From an optimization exercise on the open Yosys and OpenROAD flow, aimed at small area; shortcuts taken in it are not production practice.
Function was checked by simulation only, so behaviour that the tests miss may differ from the original.
In every run shown here, the design's own scripts or RTL, not TritonCTS, make the clock network.
The clock port is modelled as an ideal driver, which makes a skipped or thinned clock tree look cheaper than it is; a real chip needs a root buffer or a tree.
Power and IR drop assume default switching activity.

$ cat flow/rename_regs.py
#!/usr/bin/env python3
"""Give this flow's flip-flops the instance names the standard synthesis gives them.

usage: rename_regs.py STANDARD_NETLIST NETLIST   (NETLIST is rewritten in place)

Flip-flops are paired by the net their Q output drives.  Yosys leaves some
registers with numbered names (_123_) whose numbers depend on the whole
netlist, so they differ between the two syntheses.  This flow's own numbered
names are first moved out of the way (_123_ -> _n123_) so that the standard
names cannot clash with them.
"""
import re, sys

FF = re.compile(r'^\s*(sky130_fd_sc_hd__\w*df\w*)\s+(\\\S+ |\S+)\s*\((.*?)\);', re.M | re.S)
Q = re.compile(r'\.Q\(\s*(\\\S+ |[^\s()]+)\s*\)')

def flops(text):
    out = {}
    for m in FF.finditer(text):
        q = Q.search(m.group(3))
        if not q:
            sys.exit('no Q on %s' % m.group(2))
        out[q.group(1).strip()] = (m.group(1), m.group(2).strip())
    return out

std_text = open(sys.argv[1]).read()
text = open(sys.argv[2]).read()
text = re.sub(r'(?<![\w$\\])_(\d+)_(?![\w$])', r'_n\1_', text)
std = flops(std_text)
mine = flops(text)
if set(std) != set(mine):
    sys.exit('flip-flop Q nets differ: %s' % sorted(set(std) ^ set(mine)))
for qn, (cell, name) in mine.items():
    scell, sname = std[qn]
    if scell.rsplit('_', 1)[0] != cell.rsplit('_', 1)[0]:
        sys.exit('cell type differs for %s: %s vs %s' % (qn, cell, scell))
    if name != sname:
        new = sname + ' ' if sname.startswith('\\') else sname
        old = name + ' ' if name.startswith('\\') else name
        text, n = re.subn(r'(%s\s+)%s(\s*\()' % (re.escape(cell), re.escape(old.rstrip())), lambda m: m.group(1) + new.rstrip() + (' ' if new.endswith(' ') else '') + m.group(2), text)
        if n != 1:
            sys.exit('could not rename %s' % name)
        print('renamed %s -> %s' % (name, sname))
open(sys.argv[2], 'w').write(text)
$ cat flow/area.abc
strash
dch -f
amap -F 3 -A 8
strash
dch -f
amap -F 3 -A 8
topo
$ cat standard.sh
#!/bin/bash
# synth_recipe.tcl (not shown) runs the flow's synth.tcl, then flattens the netlist and writes it again
# the make line also repeats each setting of config.mk as NAME=value (left out here)
make -C /OpenROAD-flow-scripts/flow DESIGN_CONFIG=/design/flow/config.mk WORK_HOME=/design/flow/orfs CLKGATE_MAP_FILE= SYNTH_SCRIPT=/design/flow/synth_recipe.tcl "${@:-finish}"
$ cat flow/run.sh
#!/bin/bash
set -euo pipefail
H=$PWD
R=orfs/results/sky130hd/updowncounter/base
# the standard synthesis, for the register names only
sed -e "s#WORK_HOME=[^ ]*#WORK_HOME=$H/std#" standard.sh > std_synth.sh
bash std_synth.sh synth > std_synth.log 2>&1
sed -e "s#SYNTH_SCRIPT=[^ ]*#SYNTH_SCRIPT=$H/flow/my_synth.tcl ADDER_MAP_FILE=#" standard.sh > my_standard.sh
echo "export BUFFER_PORTS_ARGS = -buffer_cell sky130_fd_sc_hd__buf_1" >> config.mk
echo "export PRE_CTS_TCL = $H/flow/mycts.tcl" >> config.mk
if [[ -f flow/extra.mk ]]; then cat flow/extra.mk >> config.mk; fi
export MYABC=$H/flow/area.abc
export MY_CLKN=${MY_CLKN:-2}
export MY_CLKBUF=${MY_CLKBUF:-sky130_fd_sc_hd__clkbuf_16}
bash my_standard.sh $H/$R/1_2_yosys.v > make_synth.log 2>&1
python3 flow/rename_regs.py std/results/sky130hd/updowncounter/base/1_2_yosys.v $R/1_2_yosys.v > rename.log 2>&1
bash my_standard.sh > make.log 2>&1
$ cat config.mk
export PLATFORM = sky130hd
export DESIGN_NAME = updowncounter
export DESIGN_NICKNAME = updowncounter
export VERILOG_FILES = /design/flow/design.v
export SDC_FILE = /design/flow/constraint.sdc
export NUM_CORES = 4
export LEC_CHECK = 0
export CAP_MARGIN = 0
export CORE_MARGIN = 2
export CORE_UTILIZATION = 60
export GPL_TIMING_DRIVEN = 0
export SLEW_MARGIN = 0
export BUFFER_PORTS_ARGS = -buffer_cell sky130_fd_sc_hd__buf_1
export PRE_CTS_TCL = /design/flow/flow/mycts.tcl
$ cat flow/mycts.tcl
# Replace the CTS tree with MY_CLKN clock buffers fed straight from the clock
# port, each driving one cluster of the clock sinks (k-means on sink location)
# from the cluster's centroid.
proc clock_tree_synthesis {args} { puts "clock_tree_synthesis skipped: clock buffers inserted directly" }
set block [ord::get_db_block]
set clknet [$block findNet clk]
set master [[ord::get_db] findMaster $::env(MY_CLKBUF)]
set k $::env(MY_CLKN)
set sinks {}
foreach it [$clknet getITerms] {
  set b [[$it getInst] getBBox]
  lappend sinks [list $it [expr {([$b xMin] + [$b xMax]) / 2.0}] [expr {([$b yMin] + [$b yMax]) / 2.0}]]
}
set n [llength $sinks]
# initial centres: sinks spread through the list sorted by x
set sorted [lsort -real -index 1 $sinks]
set cx {}; set cy {}
for {set c 0} {$c < $k} {incr c} {
  set s [lindex $sorted [expr {int(($c + 0.5) * $n / $k)}]]
  lappend cx [lindex $s 1]; lappend cy [lindex $s 2]
}
for {set iter 0} {$iter < 50} {incr iter} {
  set asg {}
  foreach s $sinks {
    set best 0; set bd 1e30
    for {set c 0} {$c < $k} {incr c} {
      set d [expr {abs([lindex $s 1] - [lindex $cx $c]) + abs([lindex $s 2] - [lindex $cy $c])}]
      if {$d < $bd} { set bd $d; set best $c }
    }
    lappend asg $best
  }
  set nx {}; set ny {}
  for {set c 0} {$c < $k} {incr c} {
    set sx 0; set sy 0; set m 0
    foreach s $sinks a $asg { if {$a == $c} { set sx [expr {$sx + [lindex $s 1]}]; set sy [expr {$sy + [lindex $s 2]}]; incr m } }
    if {$m > 0} { lappend nx [expr {$sx / $m}]; lappend ny [expr {$sy / $m}] } else { lappend nx [lindex $cx $c]; lappend ny [lindex $cy $c] }
  }
  set cx $nx; set cy $ny
}
for {set c 0} {$c < $k} {incr c} {
  set inst [odb::dbInst_create $block $master clkbuf_leaf_$c]
  set net [odb::dbNet_create $block clknet_leaf_$c]
  $net setSigType CLOCK
  set m 0
  foreach s $sinks a $asg {
    if {$a == $c} { set it [lindex $s 0]; $it disconnect; $it connect $net; incr m }
  }
  [$inst findITerm A] connect $clknet
  [$inst findITerm X] connect $net
  $inst setLocation [expr {int([lindex $cx $c] - [$master getWidth] / 2)}] [expr {int([lindex $cy $c] - [$master getHeight] / 2)}]
  $inst setPlacementStatus PLACED
  puts "clock buffer $c drives $m sinks"
}
detailed_placement
$ cat design.v
module updowncounter(A0, A1, ncs, nwr, nrd, clk, rst, start, din, dout, dout_oe, err, cout, dir, ec);
	input ncs, nwr, nrd, A0, A1, clk, rst, start;
	input [7:0] din;
	output [7:0] dout;
	output dout_oe;
	output reg [7:0] cout;
	output reg dir;
	output err;
	output reg ec;
	reg [7:0] plr, ulr, llr, ccr, inc_cc;
	reg out1, start_pos_hold;
	function [8:0] inc9;             
		input [7:0] a;
		integer i;
		reg c;
		begin
			c = 1'b1;
			for (i = 0; i < 8; i = i + 1) begin
				inc9[i] = a[i] ^ c;
				c = c & a[i];
			end
			inc9[8] = c;
		end
	endfunction
	function [8:0] dec9;             
		input [7:0] a;
		integer i;
		reg b;
		begin
			b = 1'b1;
			for (i = 0; i < 8; i = i + 1) begin
				dec9[i] = a[i] ^ b;
				b = b & ~a[i];
			end
			dec9[8] = b;
		end
	endfunction
	function lt8;                    
		input [7:0] a, b;
		integer i;
		reg l;
		begin
			l = 1'b0;
			for (i = 0; i < 8; i = i + 1)
				l = (~a[i] & b[i]) | (~(a[i] ^ b[i]) & l);
			lt8 = l;
		end
	endfunction
	wire wr = ~ncs & ~nwr & nrd;
	wire [7:0] dz = din & {8{~rst}};
	wire [7:0] d1 = din | {8{rst}};
	always @(posedge clk) begin
		if (rst | (wr & ~A1 & ~A0)) plr <= dz;
		if (rst | (wr & ~A1 &  A0)) ulr <= d1;
		if (rst | (wr &  A1 & ~A0)) llr <= dz;
		if (rst | (wr &  A1 &  A0)) ccr <= dz;
	end
	assign dout_oe = ~ncs & nwr & ~nrd;
	assign dout = A0 ? (A1 ? ccr : llr) : (A1 ? ulr : plr);
	wire [8:0] cinc = inc9(cout);    
	wire [8:0] cdec = dec9(cout);    
	wire [8:0] iinc = inc9(inc_cc);
	wire pl_eq_ll = (plr == llr);
	wire pl_eq_ul = (plr == ulr);
	wire all_eq = pl_eq_ll & pl_eq_ul;
	wire all_zero = ~|plr & all_eq;
	wire e3 = (cout == plr);                         
	wire e4 = ~cdec[8] & (cdec[7:0] == plr);         
	wire e5 = ~cinc[8] & (cinc[7:0] == plr);         
	wire e8 = ~cdec[8] & (cdec[7:0] == llr);         
	wire e9 = ~cinc[8] & (cinc[7:0] == ulr);         
	wire ccr_zero = ~|ccr;
	wire last = ~iinc[8] & (iinc[7:0] == ccr);       
	assign err = lt8(plr, llr) | lt8(ulr, plr);
	wire start_posedge = start & ~out1;
	wire x = dir ? e5 : (pl_eq_ll & ((pl_eq_ul & e3) | e4));
	always @(posedge clk) begin
		if (rst) out1 <= 1'b0; else out1 <= start;
	end
	wire up = dir & (~start | pl_eq_ll);
	wire hold_eq = ~dir & ~start & all_eq;
	wire hold_ec = ec & ~last & ~up;
	wire cout_load = ~start_pos_hold & start;
	wire cout_step = start_pos_hold & ~(ccr_zero | hold_eq | hold_ec);
	wire [7:0] cstep = up ? cinc[7:0] : cdec[7:0];
	wire cchg = ~err & (cout_load | cout_step);
	always @(posedge clk) begin
		if (rst) cout <= 8'h00;
		else cout <= (cout & ~{8{cchg}}) | ((start_pos_hold ? cstep : plr) & {8{cchg}});
	end
	always @(posedge clk) begin
		if (rst | err | ccr_zero | ec) start_pos_hold <= 1'b0;
		else if (last & ~dir & ~(all_eq & e3) & pl_eq_ul & e4) start_pos_hold <= 1'b1;
		else if (last & x) start_pos_hold <= 1'b0;
		else if (start_posedge) start_pos_hold <= 1'b1;
	end
	wire dir1_next = (all_eq & e3) | (~(pl_eq_ul & start) & ~e9 & (e8 | ~all_zero));
	wire dir0_next = e9 ? ((pl_eq_ll & e4) | (e3 & e8) | (pl_eq_ul & e8) | (pl_eq_ll & start))
	                    : ((pl_eq_ll & e4) | e8);
	always @(posedge clk) begin
		if (rst) dir <= 1'b1;
		else dir <= dir ? dir1_next : dir0_next;
	end
	always @(posedge clk) begin
		if (rst | ec) inc_cc <= 8'h00;
		else inc_cc <= inc_cc ^ (iinc[7:0] ^ inc_cc) & {8{start_pos_hold & x}};
	end
	always @(posedge clk) begin
		if (rst) ec <= 1'b0;
		else ec <= last & x;
	end
endmodule
$ cat flow/my_synth.tcl
proc synth {args} { yosys synth -nofsm -noshare {*}$args }
proc abc {args} {
  if {[info exists ::env(MYABC)]} {
    set i [lsearch $args -script]
    set args [lreplace $args [expr {$i+1}] [expr {$i+1}] $::env(MYABC)]
    set j [lsearch $args -D]
    if {$j >= 0} { set args [lreplace $args $j [expr {$j+1}]] }
  }
  puts "MYABC: abc $args"
  yosys abc {*}$args
}
source $::env(SCRIPTS_DIR)/synth.tcl
# left out here: clear keep_hierarchy, flatten, clean up, hide names made inside functions, write 1_2_yosys.v
$ cat constraint.sdc
create_clock -name core_clock -period 5.0 [get_ports {clk}]
set_input_delay 1.0000 -clock core_clock [delete_from_list [all_inputs] [get_ports {clk}]]
set_output_delay 1.0000 -clock core_clock [all_outputs]
set_load 0.01 [all_outputs]
==> out/qor.yml, run 1 <==
outcome:
  status: "finished clean"
clocking:
  hold_buffers: 0
  cts_setup_buffers: 0
  clkTransAtPathRegs_ps: 100
  clkLatencyLatePin_ps: 160
  postCtsResizedCells: 0
run:
  maxCapViolations: 0
synth:
  postSynthCellCount: 392
  ys_ff_latch: 52
  syn_area_mm2: 0.00315
  yosysUniqueCellTypes: 38
  yosys_warnings: 1
  syn-num-nets: 408
  syn_area_per_cell_um2: 8.02
  synth-seq-area-share_pct: 43.3
floorplanning:
  dieWidth_um: 76.4
  io_pins: 36
  core_area_mm2: 0.00507
  die_h_um: 76.4
  die-area_mm2: 0.00584
  initial_core_util_pct: 62.0
  row_count: 26
route:
  first_pass_iters: 6
  drt_iter0_markers: 372
  drt_wl_total_um: 8810
  drc: 0
  vias: 3318
  route.detailed.wl_per_inst_um: 17.6
  via_per_inst: 6.62
  ant_nets: 0
setup_path:
  r2r-start: "plr[6]$_DFFE_PP_"
  cp.arrival_ps: 4740
  crit_required_ps: 5020
  worstSetupEndpointType: "flop"
  critPathKind: "reg2reg"
  ff2ff_setup_slack_ps: 280
  rr_worst_depth: 12
  critical_path.max_fanout: 11
  critPathLaunchType: "flop"
global_route:
  grt_max_degree: 27
  grt_pass1_wl_um: 14000
  grt_usage_pct: 29.2
  antenna_found_initial: 0
  grt_remaining_overflow: 0
  grt_pass1_vias: 2937
power_and_ir_drop:
  seq_power_share_pct: 54.6
  pwr-share-comb_pct: 27.5
  ir_drop_mv: 0.221
  p_sw_share_pct: 33.0
  p_leak_nw: 1.05
  p_sw_mw: 0.325
  intPower_mw: 0.658
  power.density_mw_per_mm2: 287
  pwr-share-clk_pct: 17.9
timing:
  finalMaxSlewViolations: 0
  hold_viol_final: 0
  clock_skew_ps: 2.78
  setup_viol: 0
  fmax_mhz: 212
  layout_worst_path_cycle_share_pct: 94.4
  setup_tns_ps: 0
  max-slew-margin-rel_pct: 6.67
  layout_min_cycle_time_ps: 4720
  worstMarginPinSlew_ps: 1390
  grt_setup_unrepaired: "false"
layout:
  fin_util_pct: 67.5
  final_common_cell: "clkinv_1"
  layout-drive-gt1-share_pct: 0.928
  antenna_cells: 0
  area_delta_synth_final_pct: 8.95
  final_cell_mix: "clkinv_1, nor2_1, o22ai_1"
  fin_nets: 449
place:
  hpwl_um: 6600
  place_congestion: 1.01
  io_buffers: 35
min_path:
  hold_start: "inc_cc[0]$_SDFF_PP0_"
  hold_path_depth: 1
  min_to: "inc_cc[0]$_SDFF_PP0_"
  hold_class: "reg2reg"
==> critical path, cell delays in order (launching register included) <==
cell      delay, ps
edfxtp_1        510
clkinv_1        230
o22ai_1         150
or4_1           550
nand4b_1        290
a21oi_1         690
clkinv_1        480
a311oi_1        350
a21oi_1          70
nor2_1          470
clkinv_1        450
a22oi_1         270
nor2_1           60
==> through the flow <==
stage	setup WS, ps	power [mW]	hold slack, ps	std cells	cell area (um2)
floorplan	1650	0.722	463	392	3150
global placement	547	0.799	483	497	3360
detailed placement	458	0.805	487	497	3360
CTS	452	0.941	490	499	3410
global route	115	1.02	531	501	3430
finish	280	0.982	509	501	3430
==> power by group through the flow <==
stage | registers, mW | logic [mW] | clock network, mW
finish | 0.536 | 0.270 | 0.176
global route | 0.539 | 0.297 | 0.189
CTS | 0.543 | 0.263 | 0.134
detailed placement | 0.543 | 0.262 | 0
global placement | 0.542 | 0.258 | 0
floorplan | 0.529 | 0.193 | 0
==> metal layers <==
| layer | GRT usage (%) | vias up | wire (um) |
|---|---|---|---|
| met5 | 0 | - | 0 |
| met4 | 7.45 | 0 | 215 |
| met1 | 40.0 | 1516 | 3690 |
| li1 | - | 1590 | - |
| met3 | 2.25 | 24 | 758 |
| met2 | 50.5 | 188 | 4160 |
==> cell type report <==
| cell class | instances | area [um2] |
|---|---|---|
| multi-input combinational | 276 | 1540 |
| inverter | 64 | 240 |
| timing repair buffer | 37 | 144 |
| sequential | 52 | 1360 |
| fill | 445 | 1650 |
| buffer | 2 | 50.0 |
| tap | 70 | 87.6 |
==> Yosys cell counts <==
cell type | number | area share, %
edfxtp_1 | 32 | 31
nand2b_1 | 1 | 0.20
or4_1 | 4 | 0.95
nor3_1 | 6 | 0.95
a21oi_1 | 27 | 4.3
a222oi_1 | 2 | 0.64
o2111ai_1 | 3 | 0.84
nor4b_1 | 1 | 0.28
nor3b_1 | 1 | 0.24
nor4_1 | 6 | 1.2
a311oi_1 | 2 | 0.56
o211ai_1 | 1 | 0.24
nand2_1 | 25 | 3.0
o221ai_1 | 4 | 1.1
nand4_1 | 2 | 0.40
a31oi_1 | 1 | 0.20
a31o_1 | 1 | 0.28
o22ai_1 | 51 | 10
or3_1 | 1 | 0.20
a22oi_1 | 24 | 5.7
o31ai_1 | 1 | 0.24
dfxtp_1 | 20 | 13
nor2b_1 | 1 | 0.20
a221oi_1 | 4 | 1.1
nand3_1 | 3 | 0.48
nand4b_1 | 1 | 0.28
o32ai_1 | 2 | 0.56
o21ai_0 | 32 | 5.1
o21a_1 | 2 | 0.48
a221o_1 | 1 | 0.32
a2111oi_0 | 2 | 0.56
nor2_1 | 58 | 6.9
a211oi_1 | 2 | 0.48
xnor2_1 | 1 | 0.28
clkinv_1 | 64 | 7.6
o22a_1 | 1 | 0.28
and3_1 | 1 | 0.20
or2_0 | 1 | 0.20
==> kinds of logic after synthesis <==
| logic type | Yosys count | synth area share (%) |
|---|---|---|
| AOI/OAI and AO/OA | 163 | 33.1 |
| xor gates and xnor gates | 1 | 0.278 |
| buffers and inverters | 64 | 7.64 |
| DFF | 52 | 43.3 |
| and+or+nand+nor | 112 | 15.7 |
==> worst max-delay path by stage <==
stage	startpoint	endpoint	slack, ps
floorplan	plr[6]$_DFFE_PP_	flop	1650
global placement	plr[6]$_DFFE_PP_	flop	550
detailed placement	plr[6]$_DFFE_PP_	flop	460
CTS	plr[6]$_DFFE_PP_	flop	450
global route	plr[5]$_DFFE_PP_	flop	120
finish	plr[6]$_DFFE_PP_	flop	280
==> run 2, diff against run 1 <==
--- a/flow/run.sh
+++ b/flow/run.sh
@@ -10,8 +10,6 @@
 echo "export PRE_CTS_TCL = $H/flow/mycts.tcl" >> config.mk
 if [[ -f flow/extra.mk ]]; then cat flow/extra.mk >> config.mk; fi
 export MYABC=$H/flow/area.abc
-export MY_CLKN=${MY_CLKN:-2}
-export MY_CLKBUF=${MY_CLKBUF:-sky130_fd_sc_hd__clkbuf_16}
 bash my_standard.sh $H/$R/1_2_yosys.v > make_synth.log 2>&1
 python3 flow/rename_regs.py std/results/sky130hd/updowncounter/base/1_2_yosys.v $R/1_2_yosys.v > rename.log 2>&1
 bash my_standard.sh > make.log 2>&1
==> flow/area.abc (replaced) <==
strash
dch -f
amap -F 6 -A 16 -C 1000
strash
dch -f
amap -F 6 -A 16 -C 1000
topo
==> flow/mycts.tcl (replaced) <==
# Replace the CTS tree with a few clock buffers fed straight from the clock
# port. The flip-flops are split into equal-sized groups by recursive
# bisection of their locations; each group gets one buffer at its centroid.
# Candidate trees are tried from the smallest total buffer area up, and the
# first whose worst estimated clock-pin slew is at most MY_CLK_SLEW (ns) is kept.
proc clock_tree_synthesis {args} { puts "clock_tree_synthesis skipped: clock buffers inserted directly" }

proc my_groups {sinks k} {
  if {$k <= 1} { return [list $sinks] }
  set xs {}; set ys {}
  foreach s $sinks { lappend xs [lindex $s 1]; lappend ys [lindex $s 2] }
  set xs [lsort -real $xs]; set ys [lsort -real $ys]
  set idx [expr {([lindex $xs end] - [lindex $xs 0]) >= ([lindex $ys end] - [lindex $ys 0]) ? 1 : 2}]
  set sorted [lsort -real -index $idx $sinks]
  set k1 [expr {$k / 2}]
  set n1 [expr {int(round([llength $sorted] * double($k1) / $k))}]
  return [concat [my_groups [lrange $sorted 0 [expr {$n1 - 1}]] $k1] \
                 [my_groups [lrange $sorted $n1 end] [expr {$k - $k1}]]]
}

set block [ord::get_db_block]
set clknet [$block findNet clk]
set sinks {}
foreach it [$clknet getITerms] {
  set b [[$it getInst] getBBox]
  lappend sinks [list $it [expr {([$b xMin] + [$b xMax]) / 2.0}] [expr {([$b yMin] + [$b yMax]) / 2.0}]]
}
set limit [expr {[info exists ::env(MY_CLK_SLEW)] ? $::env(MY_CLK_SLEW) : 0.110}]
set cands {{3 sky130_fd_sc_hd__clkbuf_8} {4 sky130_fd_sc_hd__clkbuf_8} {2 sky130_fd_sc_hd__clkbuf_16} {3 sky130_fd_sc_hd__clkbuf_16} {4 sky130_fd_sc_hd__clkbuf_16}}
set cands [lsort -real -command {apply {{a b} {
  set ma [[ord::get_db] findMaster [lindex $a 1]]; set mb [[ord::get_db] findMaster [lindex $b 1]]
  expr {[lindex $a 0] * [$ma getWidth] - [lindex $b 0] * [$mb getWidth]}}}} $cands]
set done 0
foreach cand $cands {
  lassign $cand k mname
  set master [[ord::get_db] findMaster $mname]
  set made {}
  set c 0
  foreach g [my_groups $sinks $k] {
    set inst [odb::dbInst_create $block $master clkbuf_leaf_$c]
    set net [odb::dbNet_create $block clknet_leaf_$c]
    $net setSigType CLOCK
    set sx 0; set sy 0
    foreach s $g { set it [lindex $s 0]; $it disconnect; $it connect $net; set sx [expr {$sx + [lindex $s 1]}]; set sy [expr {$sy + [lindex $s 2]}] }
    [$inst findITerm A] connect $clknet
    [$inst findITerm X] connect $net
    set n [llength $g]
    $inst setLocation [expr {int($sx / $n - [$master getWidth] / 2)}] [expr {int($sy / $n - [$master getHeight] / 2)}]
    $inst setPlacementStatus PLACED
    lappend made [list $inst $net]
    incr c
  }
  set_propagated_clock [all_clocks]
  estimate_parasitics -placement
  set mx 0
  foreach s $sinks {
    set p [get_pins -of_objects [get_cells [[[lindex $s 0] getInst] getName]] -filter "direction == input && name == CLK"]
    set sl [get_property $p slew_max]
    if {$sl > $mx} { set mx $sl }
  }
  puts "clock tree candidate: $k x $mname, worst estimated clock-pin slew $mx ns"
  if {$mx <= $limit || $cand eq [lindex $cands end]} { set done 1; break }
  foreach s $sinks { set it [lindex $s 0]; $it disconnect; $it connect $clknet }
  foreach m $made { odb::dbInst_destroy [lindex $m 0]; odb::dbNet_destroy [lindex $m 1] }
}
unset_propagated_clock [all_clocks]
detailed_placement
==> out/qor.yml, run 2 <==
place:
  io_buffers: 35
  placed_cell_area_mm2: 0.00335
  hpwl_um: 6450
  place_congestion: 0.967
run:
  maxCapViolations: 0
setup_path:
  critical_path.max_fanout: 10
  cp.arrival_ps: 4440
  critPathSlowestCell: "a2111oi_1"
  critical-path-max-stage-delay_ps: 700
  worstSetupEndpointType: "flop"
  crit_path_cell_trace: "clkinv_1 > o22ai_1 > or4_1 > a2111oi_1 > o21ai_0 > a31oi_1 > a21oi_1 > nor2_1 > clkinv_1 > o22ai_1 > nor2_1"
  path_buf_inv: 2
  worstSetupPathDepth: 11
  critPathLaunchType: "flop"
  crit_family: "compound AO/OA/AOI/OAI gates"
  critPathKind: "reg2reg"
  rr_worst_depth: 11
  crit_required_ps: 5020
clocking:
  hold_buffers: 0
  clkLatencyLatePin_ps: 160
  clkTransAtPathRegs_ps: 100
route:
  ant_nets: 0
  drt_iter0_markers: 332
  vias: 3278
  via_per_inst: 6.64
  drc: 0
  route.detailed.wl_per_inst_um: 17.7
  first_pass_iters: 5
  drt_wl_total_um: 8750
min_path:
  hold_class: "reg2reg"
  hold_path_depth: 2
synth:
  synthFlopType: "edfxtp_1"
  syn_area_mm2: 0.00313
  synth_async_sr_flop_share_pct: 0
  syn-num-nets: 402
  synth_edf_count: 32
  synth.most_common_cell: "clkinv_1"
  synth_commonest_cells: "clkinv_1, o22ai_1, nor2_1"
  ys_ff_latch: 52
  yosysUniqueCellTypes: 38
  synth_top_cell_area_share_pct: 30.7
  syn_area_per_cell_um2: 8.11
  synth-seq-area-share_pct: 43.5
  ys_top_cells_by_area: "edfxtp_1, dfxtp_1, o22ai_1"
  postSynthCellCount: 386
  yosys_warnings: 1
  yosysTopAreaCell: "edfxtp_1"
timing:
  layout_worst_path_cycle_share_pct: 88.3
  layout_min_cycle_time_ps: 4420
  grt_setup_unrepaired: "false"
  finalMaxSlewViolations: 0
  fmax_mhz: 226
  worstMarginPinSlew_ps: 1310
  setup_viol: 0
  hold_viol_final: 0
  max-slew-margin-rel_pct: 11.5
  setup_tns_ps: 0
  clock_skew_ps: 6.90
layout:
  fin_nets: 442
  final_area_mm2: 0.00341
  layout-drive-gt1-share_pct: 0.943
  final_common_cell: "clkinv_1"
  final_cell_mix: "clkinv_1, o22ai_1, nor2_1"
  antenna_cells: 0
  area_delta_synth_final_pct: 8.95
  n_fill_cell: 443
floorplanning:
  io_pins: 36
  initial_core_util_pct: 61.7
  dieWidth_um: 76.2
  die-area_mm2: 0.00581
  row_count: 26
  core_area_mm2: 0.00507
  die_h_um: 76.2
power_and_ir_drop:
  p_leak_nw: 1.04
  power.density_mw_per_mm2: 297
  ir_drop_mv: 0.190
global_route:
  antenna_found_initial: 0
  grt_usage_pct: 30.2
  grt_pass1_wl_um: 14500
  grt_remaining_overflow: 0
  grt_max_degree: 27
  grt_pass1_vias: 3012
outcome:
  status: "finished clean"
==> run 2: changes by cell type after synthesis, sizes merged, moves of 2 or more <==
cell / previous run / this run
nor3: 6 / 4
a22oi: 24 / 13
nor2: 58 / 54
o22ai: 51 / 58
o2111ai: 3 / 1
a21oi: 27 / 22
nand3: 3 / 5
a2111oi: 2 / 4
o21a: 2 / 0
or4: 4 / 1
o221ai: 4 / 7
a31oi: 1 / 3
a221oi: 4 / 7
==> run 2: layout make-up <==
cell class	count	area [um2]	share of cell area, %
Inverter	64	240	7.04
Tap cell	70	87.6	2.57
Timing Repair Buffer	36	139	4.07
Buffer	2	50.0	1.47
Sequential cell	52	1360	39.9
Multi-Input combinational cell	270	1530	45.0
==> run 2: worst paths after layout <==
check	startpoint	end	slack (ps)
hold reg to reg	flop	flop	530
hold / removal	flop	flop	530
setup reg to reg	plr[6]$_DFFE_PP_	flop	580
setup / recovery	plr[6]$_DFFE_PP_	flop	580
==> run 2: what timing repair did <==
action                                  in CTS  in global routing
endpoints found under the setup margin       0                 10
gates resized for setup                      0                  2
setup buffers                                0                  0
==> run 2: logic make-up (layout without fill, tap and decap cells) <==
logic type,after synthesis,in the layout,share of synthesized area [%]
AO/OA/AOI/OAI,162,162,33.6
AND/OR/NAND/NOR,106,106,14.7
buffers and inverters,64,102,7.67
XOR/XNOR,2,2,0.559
flip-flops,52,52,43.5
==> run 2: report_power, final <==
group / internal [mW] / total [mW] / switching [mW]
clock: 0.0739 / 0.181 / 0.107
combinational: 0.102 / 0.291 / 0.190
sequential: 0.491 / 0.540 / 0.0495
total: 0.666 / 1.01 / 0.346
==> run 2: layer usage <==
layer / routed length (um) / GRT usage, % / vias to the layer above
met2: 4170 / 51.7 / 151
li1: - / - / 1570
met3: 650 / 2.13 / 16
met5: 0 / 0 / -
met4: 182 / 8.00 / 0
met1: 3750 / 42.0 / 1541
==> run 2: worst register-to-register path, cell delays in order (launching register included) <==
cell       delay [ps]
edfxtp_1          530
clkinv_1          190
o22ai_1           130
or4_1             530
a2111oi_1         700
o21ai_0           600
a31oi_1           340
a21oi_1            60
nor2_1            420
clkinv_1          430
o22ai_1           280
nor2_1             60
==> run 2: through the flow <==
step | utilization, % | power (mW) | hold WS (ps) | std cells | setup slack [ps]
3_3_place_gp | 66.0 | 0.823 | 491 | 491 | 447
5_1_grt | 67.2 | 1.06 | 568 | 494 | 77.2
2_1_floorplan | - | 0.741 | 472 | 386 | 1540
4_1_cts | 67.0 | 0.966 | 509 | 493 | 419
3_5_place_dp | 66.0 | 0.830 | 508 | 491 | 434
6_report | 67.2 | 1.01 | 529 | 494 | 584
==> run 3, diff against run 2 <==
--- a/config.mk
+++ b/config.mk
@@ -7,8 +7,9 @@
 export LEC_CHECK = 0
 export CAP_MARGIN = 0
 export CORE_MARGIN = 2
-export CORE_UTILIZATION = 60
+export CORE_UTILIZATION = 75
 export GPL_TIMING_DRIVEN = 0
+export PLACE_DENSITY = 0.9
 export SLEW_MARGIN = 0
 export BUFFER_PORTS_ARGS = -buffer_cell sky130_fd_sc_hd__buf_1
 export PRE_CTS_TCL = /design/flow/flow/mycts.tcl
==> out/qor.yml, run 3 <==
setup_path:
  crit_required_ps: 5020
  cp.arrival_ps: 4560
  critPathKind: "reg2reg"
  critical_path.max_fanout: 10
  critPathLaunchType: "flop"
  worstSetupEndpointType: "flop"
  ff2ff_setup_slack_ps: 460
route:
  dr_wl_met3_um: 1040
  drt_wl_total_um: 9400
  dr_wl_met2_um: 4520
  vias: 3501
  m1WireLength_um: 3440
  drc: 0
  first_pass_iters: 9
  drt_iter0_markers: 668
  top_layer: "met4"
  route.detailed.wl_per_inst_um: 19.9
  via_per_inst: 7.40
  ant_nets: 0
synth:
  synth-adder-area-share_pct: 0
  postSynthCellCount: 386
  syn_area_per_cell_um2: 8.11
  yosysTopAreaCell: "edfxtp_1"
  synth_async_sr_flop_share_pct: 0
  synthMuxAreaShare_pct: 0
  synth_top_family_by_area: "compound AO/OA/AOI/OAI gates"
  synth_top_cell_area_share_pct: 30.7
  synth_commonest_cells: "clkinv_1, o22ai_1, nor2_1"
  ys_top_cells_by_area: "edfxtp_1, dfxtp_1, o22ai_1"
  synthFlopType: "edfxtp_1"
  synthSimpleGateAreaFrac_pct: 14.7
  yosys_warnings: 1
  yosysUniqueCellTypes: 38
  synth-seq-area-share_pct: 43.5
  synthXorXnorAreaFrac_pct: 0.559
  synth_edf_count: 32
  synth.most_common_cell: "clkinv_1"
  syn_area_mm2: 0.00313
  syn-num-nets: 402
  ys_ff_latch: 52
  synth_compound_area_share_pct: 33.6
place:
  io_buffers: 35
  hpwl_um: 6840
  place_congestion: 0.976
  dpl.cell_count: 471
floorplanning:
  io_pins: 36
  core_area_mm2: 0.00400
  row_count: 23
  dieWidth_um: 68.6
  die_h_um: 68.6
  die-area_mm2: 0.00471
  initial_core_util_pct: 78.3
timing:
  fmax_mhz: 220
  finalMaxSlewViolations: 0
  layout_min_cycle_time_ps: 4540
  setup_tns_ps: 0
  worst_hold_slack_ps: 528
  setup_viol: 0
  max-slew-margin-rel_pct: 11.2
  layout_worst_path_cycle_share_pct: 90.8
  clock_skew_ps: 3.50
  hold_viol_final: 0
  worstMarginPinSlew_ps: 1320
  grt_setup_unrepaired: "false"
layout:
  multiInputGateArea_mm2: 0.00153
  n_fill_cell: 237
  fin_cells: 473
  final_cell_mix: "clkinv_1, o22ai_1, nor2_1"
  final_common_cell: "clkinv_1"
  layout-drive-gt1-share_pct: 0.473
  regArea_mm2: 0.00136
  antenna_cells: 0
  area_delta_synth_final_pct: 7.79
  fin_nets: 441
global_route:
  grt_max_degree: 27
  grt_remaining_overflow: 0
  grt_usage_pct: 41.1
  grt_pass1_vias: 3004
  antenna_found_initial: 0
  grt_pass1_wl_um: 14500
clocking:
  clkLatencyLatePin_ps: 160
  cts_setup_buffers: 0
  hold_buffers: 0
  postCtsResizedCells: 0
  clkTransAtPathRegs_ps: 100
outcome:
  status: "finished clean"
power_and_ir_drop:
  power.density_mw_per_mm2: 302
  p_leak_nw: 1.03
  ir_drop_mv: 0.253
run:
  maxCapViolations: 0
min_path:
  hold_class: "reg2reg"
## run 3: worst max-delay path: stages (launching register included)
cell	delay, ps
edfxtp_1	550
clkinv_1	210
o22ai_1	120
or4_1	550
a2111oi_0	830
o21ai_0	610
a31oi_1	340
a21oi_1	60
nor2_1	400
clkinv_1	410
o22ai_1	260
nor2_1	60
## run 3: where the power goes
group | internal, mW | leakage [nW] | switching (mW) | total, mW
clock | 0.0740 | 0.0246 | 0.109 | 0.183
sequential | 0.491 | 0.474 | 0.0512 | 0.542
combinational | 0.101 | 0.535 | 0.192 | 0.293
## run 3: final timing paths
path | start | end | cells after the start
worst min-delay path | flop | flop | 2
worst min register to register | flop | flop | 2
worst max-delay path | plr[6]$_DFFE_PP_ | flop | 11
worst max register to register | plr[6]$_DFFE_PP_ | flop | 11
## run 3: cells by family after synthesis
| group | Yosys count |
|---|---|
| flops | 52 |
| xor+xnor | 2 |
| simple gates | 106 |
| compound gates | 162 |
| buf+inv | 64 |
## run 3: final cells by class
class	count	area share [%]
multi-input cells	270	45.3
flip-flops and latches	52	40.3
inverters	64	7.12
repair buffers	35	3.89
well taps	50	1.85
plain buffers	2	1.48
## run 3: per-layer routing
metal / track usage (%) / vias up
met4: 14.5 / 0
met2: 71.2 / 324
met3: 3.08 / 64
met1: 54.3 / 1549
met5: 0 / -
li1: - / 1564
## run 3: metrics by stage
step           worst slack, ps  area [um2]  power, mW  utilization, %
2_1_floorplan             1540        3130      0.741               -
3_3_place_gp               631        3330      0.816            83.1
3_5_place_dp               648        3330      0.829            83.1
4_1_cts                    664        3380      0.966            84.4
5_1_grt                   17.8        3380       1.06            84.4
6_report                   460        3380       1.02            84.4
==> run 4, diff against run 3 <==
--- a/config.mk
+++ b/config.mk
@@ -9,7 +9,6 @@
 export CORE_MARGIN = 2
 export CORE_UTILIZATION = 75
 export GPL_TIMING_DRIVEN = 0
-export PLACE_DENSITY = 0.9
 export SLEW_MARGIN = 0
 export BUFFER_PORTS_ARGS = -buffer_cell sky130_fd_sc_hd__buf_1
 export PRE_CTS_TCL = /design/flow/flow/mycts.tcl
==> out/qor.yml, run 4 <==
outcome:
  status: "finished clean"
clocking:
  postCtsResizedCells: 0
  cts_setup_buffers: 0
  clkTransAtPathRegs_ps: 100
  clkLatencyLatePin_ps: 160
  hold_buffers: 0
synth:
  synth_commonest_cells: "clkinv_1, o22ai_1, nor2_1"
  ys_top_cells_by_area: "edfxtp_1, dfxtp_1, o22ai_1"
  synth_edf_count: 32
  ys_ff_latch: 52
  synth.most_common_cell: "clkinv_1"
  synth_top_cell_area_share_pct: 30.7
  syn-num-nets: 402
  syn_area_mm2: 0.00313
  yosys_warnings: 1
  synthFlopType: "edfxtp_1"
  yosysUniqueCellTypes: 38
  synth_async_sr_flop_share_pct: 0
  synth-seq-area-share_pct: 43.5
  postSynthCellCount: 386
  yosysTopAreaCell: "edfxtp_1"
  syn_area_per_cell_um2: 8.11
setup_path:
  critPathLaunchType: "flop"
  critical-path-max-stage-delay_ps: 830
  startpoint: "plr[6]$_DFFE_PP_"
  cp.arrival_ps: 4560
  crit_required_ps: 5020
  critPathKind: "reg2reg"
  worstSetupEndpointType: "flop"
  rr_worst_depth: 11
  critical_path.max_fanout: 10
  r2r-start: "plr[6]$_DFFE_PP_"
  critPathSlowestCell: "a2111oi_0"
  crit_path_cell_trace: "clkinv_1 > o22ai_1 > or4_1 > a2111oi_0 > o21ai_0 > a31oi_1 > a21oi_1 > nor2_1 > clkinv_1 > o22ai_1 > nor2_1"
  ff2ff_setup_slack_ps: 460
layout:
  final_cell_mix: "clkinv_1, o22ai_1, nor2_1"
  n_fill_cell: 237
  antenna_cells: 0
  final_common_cell: "clkinv_1"
  fin_nets: 441
  area_delta_synth_final_pct: 7.79
  final_area_mm2: 0.00338
  layout-drive-gt1-share_pct: 0.473
  fin_util_pct: 84.4
floorplanning:
  dieWidth_um: 68.6
  io_pins: 36
  die-area_mm2: 0.00471
  row_count: 23
  initial_core_util_pct: 78.3
  die_h_um: 68.6
  core_area_mm2: 0.00400
timing:
  hold_viol_final: 0
  max-slew-margin-rel_pct: 11.2
  setup_viol: 0
  worstMarginPinSlew_ps: 1320
  finalMaxSlewViolations: 0
  setup_tns_ps: 0
  layout_worst_path_cycle_share_pct: 90.8
  grt_setup_unrepaired: "false"
  layout_min_cycle_time_ps: 4540
  fmax_mhz: 220
  fin_ws_ps: 460
  clock_skew_ps: 3.50
route:
  via_per_inst: 7.40
  drt_wl_total_um: 9400
  first_pass_iters: 9
  vias: 3501
  ant_nets: 0
  route.detailed.wl_per_inst_um: 19.9
  drt_iter0_markers: 668
  drc: 0
power_and_ir_drop:
  intPower_mw: 0.666
  pwr-share-clk_pct: 17.9
  seq_power_share_pct: 53.3
  p_leak_nw: 1.03
  p_sw_mw: 0.352
  p_sw_share_pct: 34.6
  total_power_mw: 1.02
  pwr-share-comb_pct: 28.8
  ir_drop_mv: 0.253
  power.density_mw_per_mm2: 302
place:
  dp_worst_setup_slack_ps: 648
  placed_cell_area_mm2: 0.00333
  place_congestion: 0.976
  io_buffers: 35
  hpwl_um: 6840
global_route:
  grt_pass1_wl_um: 14500
  grt_pass1_vias: 3004
  antenna_found_initial: 0
  grt_usage_pct: 41.1
  grt_remaining_overflow: 0
  grt_max_degree: 27
run:
  maxCapViolations: 0
min_path:
  hold_class: "reg2reg"
run 4: final cells by class:
| class | count | area (um2) | area share, % |
|---|---|---|---|
| Multi-Input combinational cell | 270 | 1530 | 45.3 |
| Sequential cell | 52 | 1360 | 40.3 |
| Tap cell | 50 | 62.6 | 1.85 |
| Buffer | 2 | 50.0 | 1.48 |
| Timing Repair Buffer | 35 | 131 | 3.89 |
| Inverter | 64 | 240 | 7.12 |
run 4: worst min path at each step:
stage	start	to	slack, ps	cells after the start
global route	flop	flop	560	2
global placement	flop	flop	490	2
CTS	flop	flop	510	2
detailed placement	flop	flop	510	2
floorplan	inc_cc[0]$_SDFF_PP0_	inc_cc[0]$_SDFF_PP0_	470	1
finish	flop	flop	530	2
run 4: power groups by stage:
stage | combinational (mW) | sequential (mW) | clock [mW]
floorplan | 0.206 | 0.535 | 0
global placement | 0.272 | 0.544 | 0
detailed placement | 0.281 | 0.548 | 0
CTS | 0.283 | 0.548 | 0.134
global route | 0.324 | 0.545 | 0.190
finish | 0.293 | 0.542 | 0.183
run 4: critical path: cells and delay by family (launching register included):
family,cells,cell delay (ps)
buffers and inverters,2,620
AO/OA/AOI/OAI,6,2220
flip-flops,1,550
AND/OR/NAND/NOR,3,1010
run 4: stage by stage:
step | hold slack (ps) | std cells
2_1_floorplan | 472 | 386
3_3_place_gp | 490 | 471
3_5_place_dp | 510 | 471
4_1_cts | 511 | 473
5_1_grt | 559 | 473
6_report | 528 | 473
run 4: cells by family after synthesis:
logic type	Yosys count	synth area share [%]
compound gates	162	33.6
simple gates	106	14.7
buf+inv	64	7.67
flops	52	43.5
xor+xnor	2	0.559
run 4: metal layers:
layer	wire (um)	up-vias	global-route usage (%)
met3	1040	64	3.08
met5	0	-	0
li1	-	1564	-
met4	403	0	14.5
met1	3440	1549	54.3
met2	4520	324	71.2

static timing again, ports no longer ideal:
The flow's constraints put no driver on any port. The routed layouts listed below were extracted and timed again, unchanged, in two steps. Step 1: set_driving_cell puts a clkbuf_16 on clk and a buf_2 on each other input, an assumption about the parent block. Step 2 also shifts input and output timing later by t, the mid clock arrival at the registers, as if the neighbouring blocks saw the same clock. a / b / c = ideal / step 1 / step 2; a / b = the first two.
| run | t (ns) | slack for setup (ns) | worst hold slack (ns) | worst setup path after step 2 | worst register clock-pin slew, ns |
|---|---|---|---|---|---|
| run 1 | 0.204 | 0.280 / 0.280 / 0.280 | 0.509 / 0.509 / 0.509 | register to register | 0.10 / 0.10 |
| run 2 | 0.206 | 0.584 / 0.584 / 0.584 | 0.529 / 0.529 / 0.529 | register to register | 0.10 / 0.10 |
| run 3 | 0.207 | 0.460 / 0.460 / 0.460 | 0.528 / 0.528 / 0.528 | register to register | 0.10 / 0.10 |
| run 4 | 0.207 | 0.460 / 0.460 / 0.460 | 0.528 / 0.528 / 0.528 | register to register | 0.10 / 0.10 |
After both steps every run listed still meets setup and hold.
